This is an optimization exercise on Yosys and OpenROAD, whose aim is small area, not a production implementation.
Only simulation tests tie the RTL to the original design; equivalence was not proved.
Power is estimated from default activity; no workload was simulated.

==> exp/nickel <==
// addatone
module addatone
	(
		input wire i_Clock,
		input wire reset_n,
		output reg test,
		input wire i_ADC_Data,
		input wire i_ADC_Clock,
		input wire i_ADC_CS,
		input wire i_Mix,
		input wire i_Ring_Mod,
		output wire o_DAC_Data,
		output wire o_DAC_Bit_Clock,
		output wire o_DAC_LR_Clock
	);
make LEC_CHECK=0 CAP_MARGIN=40 CORE_MARGIN=2 CORE_UTILIZATION=35 CTS_CLUSTER_DIAMETER=150 CTS_CLUSTER_SIZE=24 PLACE_DENSITY=0.5 SLEW_MARGIN=40 SYNTH_MEMORY_MAX_BITS=65536 finish   # period 20.0 ns
run.sh (not shown) runs the stock make flow with config.mk's settings and CLKGATE_MAP_FILE= SYNTH_SCRIPT=/design/flow/synth_recipe.tcl, a recipe that flattens the netlist after the stock synthesis.
==> exp/xenon (differences from exp/nickel) <==
--- a/flow/design.v
+++ b/flow/design.v
@@ -1117,17 +1117,18 @@
 				default: Buffer[15:12] <= Head;
 			endcase
 	end
 	assign rd_data_o = (addr_i == 8'd0) ? Word0 : Buffer;
 endmodule
 module Sine_LUT
 	(
 		input wire [10:0] rd_addr_i,
-		output wire [15:0] rd_data_o
+		output wire [15:0] rd_data_o,		 
+		output wire o_Negative				 
 	);
 	wire [9:0] neg_addr;
 	Ripple_Add #(.W(10)) add_neg (.a(~rd_addr_i[9:0]), .b(10'd0), .ci(1'b1), .s(neg_addr), .co());
 	wire [9:0] idx = rd_addr_i[9] ? neg_addr : rd_addr_i[9:0];
 	reg [14:0] Base;
 	reg [6:0] Slope;
 	reg [2:0] Corr;
 	always @* begin
@@ -1721,31 +1722,33 @@
 	wire [14:0] Step1 = idx[0] ? {8'd0, Slope} : 15'd0;
 	wire [14:0] Step2 = idx[1] ? {7'd0, Slope, 1'b0} : 15'd0;
 	wire [14:0] Step4 = idx[2] ? {6'd0, Slope, 2'b0} : 15'd0;
 	wire [14:0] Sum12, Sum124, Sum_Base, mag;
 	Ripple_Add #(.W(15)) add_s12 (.a(Step1), .b(Step2), .ci(1'b0), .s(Sum12), .co());
 	Ripple_Add #(.W(15)) add_s4 (.a(Sum12), .b(Step4), .ci(1'b0), .s(Sum124), .co());
 	Ripple_Add #(.W(15)) add_base (.a(Sum124), .b(Base), .ci(1'b0), .s(Sum_Base), .co());
 	Ripple_Add #(.W(15)) add_corr (.a(Sum_Base), .b({12'd0, Corr}), .ci(1'b0), .s(mag), .co());
-	Ripple_Add #(.W(16)) add_sign (.a({1'b0, mag} ^ {16{rd_addr_i[10]}}), .b(16'd0), .ci(rd_addr_i[10]), .s(rd_data_o), .co());
+	assign o_Negative = rd_addr_i[10];
+	assign rd_data_o = {1'b0, mag} ^ {16{rd_addr_i[10]}};
 endmodule
 module Sample_Position
 	(
 		input wire i_Reset,
 		input wire i_Clock,
 		input wire [15:0] i_Frequency,
 		input wire [15:0] i_Freq_Offset,				 
 		input wire [7:0] i_Harmonic,
 		input wire [7:0] i_Harmonic_Next,				 
 		input wire i_Harmonic_Step,						 
 		input wire [1:0] i_Phase,						 
 		output wire o_Sample_Ready,			 
 		input wire i_Next_Sample,						 
-		output wire [15:0] o_Sample_Value,
+		output wire [15:0] o_Sample_Value,				 
+		output wire o_Sample_Negative,
 		output reg o_Freq_Too_High
 	);
 	localparam [2:0] sm_init = 3'd0;
 	localparam [2:0] sm_sample_pos = 3'd1;
 	localparam [2:0] sm_sine_lut = 3'd2;
 	localparam [2:0] sm_offset = 3'd3;
 	localparam [2:0] sm_waiting = 3'd4;
 	reg [2:0] SM_Sample_Position;
@@ -1760,28 +1763,30 @@
 		.i_Next_Addr(i_Harmonic_Next),
 		.i_Step(i_Harmonic_Step && i_Harmonic_Next != 8'd0),
 		.i_Read(SM_Sample_Position == sm_sample_pos),
 		.i_Phase(i_Phase),
 		.rd_data_o(Sample_Pos_Read)
 	);
 	Sine_LUT sin_lut (
 		.rd_addr_i(Sample_Position[15:5]),
-		.rd_data_o(o_Sample_Value)
+		.rd_data_o(o_Sample_Value),
+		.o_Negative(o_Sample_Negative)
 	);
 	assign o_Sample_Ready = (SM_Sample_Position == sm_offset) || (SM_Sample_Position == sm_waiting);
 	reg [15:0] Accumulated_Frequency;
 	reg [15:0] Accumulated_Freq_Offset;
 	reg Offset_Up;						 
 	wire Add_Frequency = (SM_Sample_Position == sm_sine_lut);
 	wire [15:0] Freq_Step = Add_Frequency ? i_Frequency : (Offset_Up ? Accumulated_Freq_Offset : ~Accumulated_Freq_Offset);
-	wire [15:0] Freq_Sum, Offset_Sum, Position_Sum;
-	Ripple_Add #(.W(16)) add_freq (.a(Accumulated_Frequency), .b(Freq_Step), .ci(!Add_Frequency && !Offset_Up), .s(Freq_Sum), .co());
+	wire Add_Position = (SM_Sample_Position == sm_sample_pos);
+	wire [15:0] Freq_Sum, Offset_Sum;
+	Ripple_Add #(.W(16)) add_freq (.a(Accumulated_Frequency), .b(Add_Position ? Sample_Pos_Read : Freq_Step),
+		.ci(!Add_Position && !Add_Frequency && !Offset_Up), .s(Freq_Sum), .co());
 	Ripple_Add #(.W(16)) add_offset (.a(Accumulated_Freq_Offset), .b(i_Freq_Offset), .ci(1'b0), .s(Offset_Sum), .co());
-	Ripple_Add #(.W(16)) add_position (.a(Sample_Pos_Read), .b(Accumulated_Frequency), .ci(1'b0), .s(Position_Sum), .co());
 	always @(posedge i_Clock) begin
 		if (i_Reset) begin
 			Sample_Position <= 1'b0;
 			o_Freq_Too_High <= 1'b0;
 			Accumulated_Frequency <= 1'b0;
 			Accumulated_Freq_Offset <= 1'b0;
 			SM_Sample_Position <= sm_init;
 		end
@@ -1791,17 +1796,17 @@
 					begin
 						Accumulated_Frequency <= i_Frequency;
 						Accumulated_Freq_Offset <= 1'b0;
 						o_Freq_Too_High <= 1'b0;
 						SM_Sample_Position <= sm_sample_pos;
 					end
 				sm_sample_pos:
 					begin
-						Sample_Position <= Position_Sum;
+						Sample_Position <= Freq_Sum;
 						SM_Sample_Position <= sm_sine_lut;
 					end
 				sm_sine_lut:
 					begin
 						SM_Sample_Position <= sm_offset;
 						Accumulated_Frequency <= Freq_Sum;
 					end
 				sm_offset:
@@ -1826,17 +1831,18 @@
 			Offset_Up <= i_Harmonic[0];
 endmodule
 module Adder
 	#(parameter DIVISOR_BITS = 11)
 	(
 		input wire i_Clock, i_Reset, i_Start, i_Clear_Accumulator, i_Last_Harmonic, i_Channel,
 		input wire [DIVISOR_BITS - 1:0] i_Multiple0,
 		input wire [DIVISOR_BITS - 1:0] i_Multiple1,
-		input wire signed [15:0] i_Sample,
+		input wire signed [15:0] i_Sample,			 
+		input wire i_Negative,
 		output reg [21:0] o_Accumulator0,
 		output reg [21:0] o_Accumulator1
 	);
 	reg [2:0] Step;					 
 	reg Channel, Last;
 	wire Use_Channel = i_Start ? i_Channel : Channel;
 	wire Use_Last = i_Start ? i_Last_Harmonic : Last;
 	wire [10:0] Mult_In = Use_Channel ? i_Multiple1 : i_Multiple0;
@@ -1847,23 +1853,23 @@
 			2'd0: Chunk = Multiple[2:0];
 			2'd1: Chunk = Multiple[5:3];
 			2'd2: Chunk = Multiple[8:6];
 			default: Chunk = {1'b0, Multiple[10:9]};
 		endcase
 	end
 	reg [19:0] Partial;				 
 	wire [19:0] Copy0 = Chunk[0] ? {{4{i_Sample[15]}}, i_Sample} : 20'd0;
-	wire [19:0] Copy1 = Chunk[1] ? {{3{i_Sample[15]}}, i_Sample, 1'b0} : 20'd0;
-	wire [19:0] Copy2 = Chunk[2] ? {{2{i_Sample[15]}}, i_Sample, 2'b0} : 20'd0;
+	wire [19:0] Copy1 = Chunk[1] ? {{3{i_Sample[15]}}, i_Sample, i_Negative} : 20'd0;
+	wire [19:0] Copy2 = Chunk[2] ? {{2{i_Sample[15]}}, i_Sample, {2{i_Negative}}} : 20'd0;
 	wire [19:0] Partial_Shifted = i_Start ? 20'd0 : {{3{Partial[19]}}, Partial[19:3]};
 	wire [19:0] Sum01, Sum012, Partial_Next;
-	Ripple_Add #(.W(20)) add_copy01 (.a(Copy0), .b(Copy1), .ci(1'b0), .s(Sum01), .co());
-	Ripple_Add #(.W(20)) add_copy2 (.a(Sum01), .b(Copy2), .ci(1'b0), .s(Sum012), .co());
-	Ripple_Add #(.W(20)) add_partial (.a(Sum012), .b(Partial_Shifted), .ci(1'b0), .s(Partial_Next), .co());
+	Ripple_Add #(.W(20)) add_copy01 (.a(Copy0), .b(Copy1), .ci(Chunk[0] && i_Negative), .s(Sum01), .co());
+	Ripple_Add #(.W(20)) add_copy2 (.a(Sum01), .b(Copy2), .ci(Chunk[1] && i_Negative), .s(Sum012), .co());
+	Ripple_Add #(.W(20)) add_partial (.a(Sum012), .b(Partial_Shifted), .ci(Chunk[2] && i_Negative), .s(Partial_Next), .co());
 	wire [21:0] Scaled = {{4{Partial[19]}}, Partial[19:2]};		 
 	wire [21:0] Sum;
 	Ripple_Add #(.W(22)) add_total (.a(Channel ? o_Accumulator1 : o_Accumulator0), .b(Scaled), .ci(1'b0), .s(Sum), .co());
 	always @(posedge i_Clock) begin
 		if (i_Reset)
 			Step <= 3'd0;
 		else if (i_Start) begin
 			Step <= 3'd1;
@@ -2189,32 +2195,34 @@
 	reg [5:0] Sample_Timer_High;
 	wire [1:0] Phase;									 
 	wire Frame_End;										 
 	wire Timer_Done = Frame_End && (Sample_Timer_High == 6'd0);
 	reg [7:0] Harmonic;							 
 	reg [7:0] Harmonic_Count;							 
 	reg DAC_Send;										 
 	wire Next_Sample = (SM_Top == sm_adder_mult) || (SM_Top == sm_calc_done) || DAC_Send;
-	wire signed [15:0] Sample_Value;
+	wire signed [15:0] Sample_Value;				 
+	wire Sample_Negative;
 	reg [15:0] Frequency;
 	reg [15:0] Freq_Scale;
 	wire Sample_Ready, Freq_Too_High;
 	Sample_Position sample_position(
 		.i_Reset(Reset),
 		.i_Clock(Main_Clock),
 		.i_Frequency(Frequency),
 		.i_Freq_Offset(Freq_Scale),
 		.i_Harmonic(Harmonic),
 		.i_Harmonic_Next(Harmonic_Next),
 		.i_Harmonic_Step(SM_Top == sm_next_harmonic),
 		.i_Phase(Phase),
 		.o_Sample_Ready(Sample_Ready),
 		.i_Next_Sample(Next_Sample),
 		.o_Sample_Value(Sample_Value),
+		.o_Sample_Negative(Sample_Negative),
 		.o_Freq_Too_High(Freq_Too_High)
 	);
 	wire [83:0] ADC_Bits;
 	wire ADC_Data_Received;
 	ADC_SPI_In adc (
 		.i_Reset(Reset),
 		.i_Clock(Main_Clock),
 		.i_SPI_CS(i_ADC_CS),
@@ -2241,16 +2249,17 @@
 		.i_Reset(Reset),
 		.i_Start(Adder_Start),
 		.i_Clear_Accumulator(DAC_Send),			 
 		.i_Last_Harmonic(Last_Harmonic),
 		.i_Channel(Harmonic[0]),
 		.i_Multiple0(Adder_Mult[0]),
 		.i_Multiple1(Adder_Mult[1]),
 		.i_Sample(Sample_Value),
+		.i_Negative(Sample_Negative),
 		.o_Accumulator0(Adder_Total[0]),
 		.o_Accumulator1(Adder_Total[1])
 	);
 	genvar s;
 	for (s = 0; s < 2; s = s + 1) begin:genscaler
 		Scale_Mult #(.DIV_BIT(DIV_BIT)) scaler (
 			.i_Clock(Main_Clock),
 			.i_Reset(Reset),
- CAP_MARGIN: 40 -> 25
- SLEW_MARGIN: 40 -> 25
==> exp/umber (differences from exp/nickel) <==
--- a/flow/design.v
+++ b/flow/design.v
@@ -1117,17 +1117,18 @@
 				default: Buffer[15:12] <= Head;
 			endcase
 	end
 	assign rd_data_o = (addr_i == 8'd0) ? Word0 : Buffer;
 endmodule
 module Sine_LUT
 	(
 		input wire [10:0] rd_addr_i,
-		output wire [15:0] rd_data_o
+		output wire [15:0] rd_data_o,		 
+		output wire o_Negative				 
 	);
 	wire [9:0] neg_addr;
 	Ripple_Add #(.W(10)) add_neg (.a(~rd_addr_i[9:0]), .b(10'd0), .ci(1'b1), .s(neg_addr), .co());
 	wire [9:0] idx = rd_addr_i[9] ? neg_addr : rd_addr_i[9:0];
 	reg [14:0] Base;
 	reg [6:0] Slope;
 	reg [2:0] Corr;
 	always @* begin
@@ -1721,31 +1722,33 @@
 	wire [14:0] Step1 = idx[0] ? {8'd0, Slope} : 15'd0;
 	wire [14:0] Step2 = idx[1] ? {7'd0, Slope, 1'b0} : 15'd0;
 	wire [14:0] Step4 = idx[2] ? {6'd0, Slope, 2'b0} : 15'd0;
 	wire [14:0] Sum12, Sum124, Sum_Base, mag;
 	Ripple_Add #(.W(15)) add_s12 (.a(Step1), .b(Step2), .ci(1'b0), .s(Sum12), .co());
 	Ripple_Add #(.W(15)) add_s4 (.a(Sum12), .b(Step4), .ci(1'b0), .s(Sum124), .co());
 	Ripple_Add #(.W(15)) add_base (.a(Sum124), .b(Base), .ci(1'b0), .s(Sum_Base), .co());
 	Ripple_Add #(.W(15)) add_corr (.a(Sum_Base), .b({12'd0, Corr}), .ci(1'b0), .s(mag), .co());
-	Ripple_Add #(.W(16)) add_sign (.a({1'b0, mag} ^ {16{rd_addr_i[10]}}), .b(16'd0), .ci(rd_addr_i[10]), .s(rd_data_o), .co());
+	assign o_Negative = rd_addr_i[10];
+	assign rd_data_o = {1'b0, mag} ^ {16{rd_addr_i[10]}};
 endmodule
 module Sample_Position
 	(
 		input wire i_Reset,
 		input wire i_Clock,
 		input wire [15:0] i_Frequency,
 		input wire [15:0] i_Freq_Offset,				 
 		input wire [7:0] i_Harmonic,
 		input wire [7:0] i_Harmonic_Next,				 
 		input wire i_Harmonic_Step,						 
 		input wire [1:0] i_Phase,						 
 		output wire o_Sample_Ready,			 
 		input wire i_Next_Sample,						 
-		output wire [15:0] o_Sample_Value,
+		output wire [15:0] o_Sample_Value,				 
+		output wire o_Sample_Negative,
 		output reg o_Freq_Too_High
 	);
 	localparam [2:0] sm_init = 3'd0;
 	localparam [2:0] sm_sample_pos = 3'd1;
 	localparam [2:0] sm_sine_lut = 3'd2;
 	localparam [2:0] sm_offset = 3'd3;
 	localparam [2:0] sm_waiting = 3'd4;
 	reg [2:0] SM_Sample_Position;
@@ -1760,28 +1763,30 @@
 		.i_Next_Addr(i_Harmonic_Next),
 		.i_Step(i_Harmonic_Step && i_Harmonic_Next != 8'd0),
 		.i_Read(SM_Sample_Position == sm_sample_pos),
 		.i_Phase(i_Phase),
 		.rd_data_o(Sample_Pos_Read)
 	);
 	Sine_LUT sin_lut (
 		.rd_addr_i(Sample_Position[15:5]),
-		.rd_data_o(o_Sample_Value)
+		.rd_data_o(o_Sample_Value),
+		.o_Negative(o_Sample_Negative)
 	);
 	assign o_Sample_Ready = (SM_Sample_Position == sm_offset) || (SM_Sample_Position == sm_waiting);
 	reg [15:0] Accumulated_Frequency;
 	reg [15:0] Accumulated_Freq_Offset;
 	reg Offset_Up;						 
 	wire Add_Frequency = (SM_Sample_Position == sm_sine_lut);
 	wire [15:0] Freq_Step = Add_Frequency ? i_Frequency : (Offset_Up ? Accumulated_Freq_Offset : ~Accumulated_Freq_Offset);
-	wire [15:0] Freq_Sum, Offset_Sum, Position_Sum;
-	Ripple_Add #(.W(16)) add_freq (.a(Accumulated_Frequency), .b(Freq_Step), .ci(!Add_Frequency && !Offset_Up), .s(Freq_Sum), .co());
+	wire Add_Position = (SM_Sample_Position == sm_sample_pos);
+	wire [15:0] Freq_Sum, Offset_Sum;
+	Ripple_Add #(.W(16)) add_freq (.a(Accumulated_Frequency), .b(Add_Position ? Sample_Pos_Read : Freq_Step),
+		.ci(!Add_Position && !Add_Frequency && !Offset_Up), .s(Freq_Sum), .co());
 	Ripple_Add #(.W(16)) add_offset (.a(Accumulated_Freq_Offset), .b(i_Freq_Offset), .ci(1'b0), .s(Offset_Sum), .co());
-	Ripple_Add #(.W(16)) add_position (.a(Sample_Pos_Read), .b(Accumulated_Frequency), .ci(1'b0), .s(Position_Sum), .co());
 	always @(posedge i_Clock) begin
 		if (i_Reset) begin
 			Sample_Position <= 1'b0;
 			o_Freq_Too_High <= 1'b0;
 			Accumulated_Frequency <= 1'b0;
 			Accumulated_Freq_Offset <= 1'b0;
 			SM_Sample_Position <= sm_init;
 		end
@@ -1791,17 +1796,17 @@
 					begin
 						Accumulated_Frequency <= i_Frequency;
 						Accumulated_Freq_Offset <= 1'b0;
 						o_Freq_Too_High <= 1'b0;
 						SM_Sample_Position <= sm_sample_pos;
 					end
 				sm_sample_pos:
 					begin
-						Sample_Position <= Position_Sum;
+						Sample_Position <= Freq_Sum;
 						SM_Sample_Position <= sm_sine_lut;
 					end
 				sm_sine_lut:
 					begin
 						SM_Sample_Position <= sm_offset;
 						Accumulated_Frequency <= Freq_Sum;
 					end
 				sm_offset:
@@ -1826,17 +1831,18 @@
 			Offset_Up <= i_Harmonic[0];
 endmodule
 module Adder
 	#(parameter DIVISOR_BITS = 11)
 	(
 		input wire i_Clock, i_Reset, i_Start, i_Clear_Accumulator, i_Last_Harmonic, i_Channel,
 		input wire [DIVISOR_BITS - 1:0] i_Multiple0,
 		input wire [DIVISOR_BITS - 1:0] i_Multiple1,
-		input wire signed [15:0] i_Sample,
+		input wire signed [15:0] i_Sample,			 
+		input wire i_Negative,
 		output reg [21:0] o_Accumulator0,
 		output reg [21:0] o_Accumulator1
 	);
 	reg [2:0] Step;					 
 	reg Channel, Last;
 	wire Use_Channel = i_Start ? i_Channel : Channel;
 	wire Use_Last = i_Start ? i_Last_Harmonic : Last;
 	wire [10:0] Mult_In = Use_Channel ? i_Multiple1 : i_Multiple0;
@@ -1847,23 +1853,23 @@
 			2'd0: Chunk = Multiple[2:0];
 			2'd1: Chunk = Multiple[5:3];
 			2'd2: Chunk = Multiple[8:6];
 			default: Chunk = {1'b0, Multiple[10:9]};
 		endcase
 	end
 	reg [19:0] Partial;				 
 	wire [19:0] Copy0 = Chunk[0] ? {{4{i_Sample[15]}}, i_Sample} : 20'd0;
-	wire [19:0] Copy1 = Chunk[1] ? {{3{i_Sample[15]}}, i_Sample, 1'b0} : 20'd0;
-	wire [19:0] Copy2 = Chunk[2] ? {{2{i_Sample[15]}}, i_Sample, 2'b0} : 20'd0;
+	wire [19:0] Copy1 = Chunk[1] ? {{3{i_Sample[15]}}, i_Sample, i_Negative} : 20'd0;
+	wire [19:0] Copy2 = Chunk[2] ? {{2{i_Sample[15]}}, i_Sample, {2{i_Negative}}} : 20'd0;
 	wire [19:0] Partial_Shifted = i_Start ? 20'd0 : {{3{Partial[19]}}, Partial[19:3]};
 	wire [19:0] Sum01, Sum012, Partial_Next;
-	Ripple_Add #(.W(20)) add_copy01 (.a(Copy0), .b(Copy1), .ci(1'b0), .s(Sum01), .co());
-	Ripple_Add #(.W(20)) add_copy2 (.a(Sum01), .b(Copy2), .ci(1'b0), .s(Sum012), .co());
-	Ripple_Add #(.W(20)) add_partial (.a(Sum012), .b(Partial_Shifted), .ci(1'b0), .s(Partial_Next), .co());
+	Ripple_Add #(.W(20)) add_copy01 (.a(Copy0), .b(Copy1), .ci(Chunk[0] && i_Negative), .s(Sum01), .co());
+	Ripple_Add #(.W(20)) add_copy2 (.a(Sum01), .b(Copy2), .ci(Chunk[1] && i_Negative), .s(Sum012), .co());
+	Ripple_Add #(.W(20)) add_partial (.a(Sum012), .b(Partial_Shifted), .ci(Chunk[2] && i_Negative), .s(Partial_Next), .co());
 	wire [21:0] Scaled = {{4{Partial[19]}}, Partial[19:2]};		 
 	wire [21:0] Sum;
 	Ripple_Add #(.W(22)) add_total (.a(Channel ? o_Accumulator1 : o_Accumulator0), .b(Scaled), .ci(1'b0), .s(Sum), .co());
 	always @(posedge i_Clock) begin
 		if (i_Reset)
 			Step <= 3'd0;
 		else if (i_Start) begin
 			Step <= 3'd1;
@@ -2189,32 +2195,34 @@
 	reg [5:0] Sample_Timer_High;
 	wire [1:0] Phase;									 
 	wire Frame_End;										 
 	wire Timer_Done = Frame_End && (Sample_Timer_High == 6'd0);
 	reg [7:0] Harmonic;							 
 	reg [7:0] Harmonic_Count;							 
 	reg DAC_Send;										 
 	wire Next_Sample = (SM_Top == sm_adder_mult) || (SM_Top == sm_calc_done) || DAC_Send;
-	wire signed [15:0] Sample_Value;
+	wire signed [15:0] Sample_Value;				 
+	wire Sample_Negative;
 	reg [15:0] Frequency;
 	reg [15:0] Freq_Scale;
 	wire Sample_Ready, Freq_Too_High;
 	Sample_Position sample_position(
 		.i_Reset(Reset),
 		.i_Clock(Main_Clock),
 		.i_Frequency(Frequency),
 		.i_Freq_Offset(Freq_Scale),
 		.i_Harmonic(Harmonic),
 		.i_Harmonic_Next(Harmonic_Next),
 		.i_Harmonic_Step(SM_Top == sm_next_harmonic),
 		.i_Phase(Phase),
 		.o_Sample_Ready(Sample_Ready),
 		.i_Next_Sample(Next_Sample),
 		.o_Sample_Value(Sample_Value),
+		.o_Sample_Negative(Sample_Negative),
 		.o_Freq_Too_High(Freq_Too_High)
 	);
 	wire [83:0] ADC_Bits;
 	wire ADC_Data_Received;
 	ADC_SPI_In adc (
 		.i_Reset(Reset),
 		.i_Clock(Main_Clock),
 		.i_SPI_CS(i_ADC_CS),
@@ -2241,16 +2249,17 @@
 		.i_Reset(Reset),
 		.i_Start(Adder_Start),
 		.i_Clear_Accumulator(DAC_Send),			 
 		.i_Last_Harmonic(Last_Harmonic),
 		.i_Channel(Harmonic[0]),
 		.i_Multiple0(Adder_Mult[0]),
 		.i_Multiple1(Adder_Mult[1]),
 		.i_Sample(Sample_Value),
+		.i_Negative(Sample_Negative),
 		.o_Accumulator0(Adder_Total[0]),
 		.o_Accumulator1(Adder_Total[1])
 	);
 	genvar s;
 	for (s = 0; s < 2; s = s + 1) begin:genscaler
 		Scale_Mult #(.DIV_BIT(DIV_BIT)) scaler (
 			.i_Clock(Main_Clock),
 			.i_Reset(Reset),
- CAP_MARGIN: 40 -> 30
- CTS_CLUSTER_SIZE: 24 -> 26
- SLEW_MARGIN: 40 -> 30
==> results.txt <==
Via count: exp/xenon < exp/umber < exp/nickel. Worst hold slack: exp/umber is better than exp/xenon (0.0021 ns). In area after synthesis, exp/xenon and exp/umber do not differ. In exp/umber the synthesized cell count is lower than in exp/nickel, by about 0.6%. Of exp/xenon and exp/nickel, exp/nickel has the higher cell count (gap about 0.8%, measured against exp/nickel). Wire length, highest first: exp/nickel, exp/xenon, exp/umber.
==> figures <==
|  | exp/nickel | exp/umber | exp/xenon |
|---|---|---|---|
| Switching fraction of total power | 31.00% | 26.72% | 26.67% |
| Worst path arrival time | 17.13 ns | 17.57 ns | 17.46 ns |
| XOR/XNOR Fraction of Synth Area | 0.6172% | 0.5950% | 0.5950% |
| WL final | 547600 um | 523200 um | 523700 um |
| Complex-gate fraction of the synthesized area | 12.35% | 12.34% | 12.34% |
| Placed standard-cell area | 0.1439 mm2 | 0.1424 mm2 | 0.1423 mm2 |
| Total of plain and repair buffers excluding clock buffers | 328 | 296 | 289 |
| Overall track demand over capacity in global routing | 27.05% | 26.00% | 26.00% |
| Met1 Usage GRT | 38.85% | 34.75% | 34.64% |
| Register Area | 0.09332 mm2 | 0.09331 mm2 | 0.09331 mm2 |
| Invs w/o clock | 248 | 247 | 247 |
| Result of the run | finished clean | finished clean | finished clean |
| Wire length on met2 | 224500 um | 229600 um | 228700 um |

-- separate check: timing with driven ports --
Ports are ideal in the flow. The routed layouts listed here were re-timed in OpenROAD.
Step 1 sets driving cells, clkbuf_16 on the clock port and buf_2 on the other inputs (assumed; they add their load-dependent delay and slew).
Step 2 adds t to the input delays and takes it off the output delays; t is the mean of the earliest and latest rising clock arrival at the registers after step 1. Input paths then give back, and output paths get back, about the clock's delay inside the block.
Three values: ideal, step 1, step 2; two values: the first two.
| run | t, ns | slack for setup (ns) | clock arrival spread, ns | worst register clock-pin slew, ns | worst data-port slew with drivers (ns) |
|---|---|---|---|---|---|
| exp/nickel | 1.052 | 3.561 / 3.561 / 3.561 | 0.160 / 0.161 | 0.11 / 0.11 | 0.13 |
| exp/xenon | 1.069 | 3.242 / 3.242 / 3.242 | 0.105 / 0.106 | 0.11 / 0.11 | 0.15 |
| exp/umber | 1.062 | 3.120 / 3.120 / 3.120 | 0.116 / 0.117 | 0.12 / 0.12 | 0.15 |
After both steps every run listed still meets setup and hold.
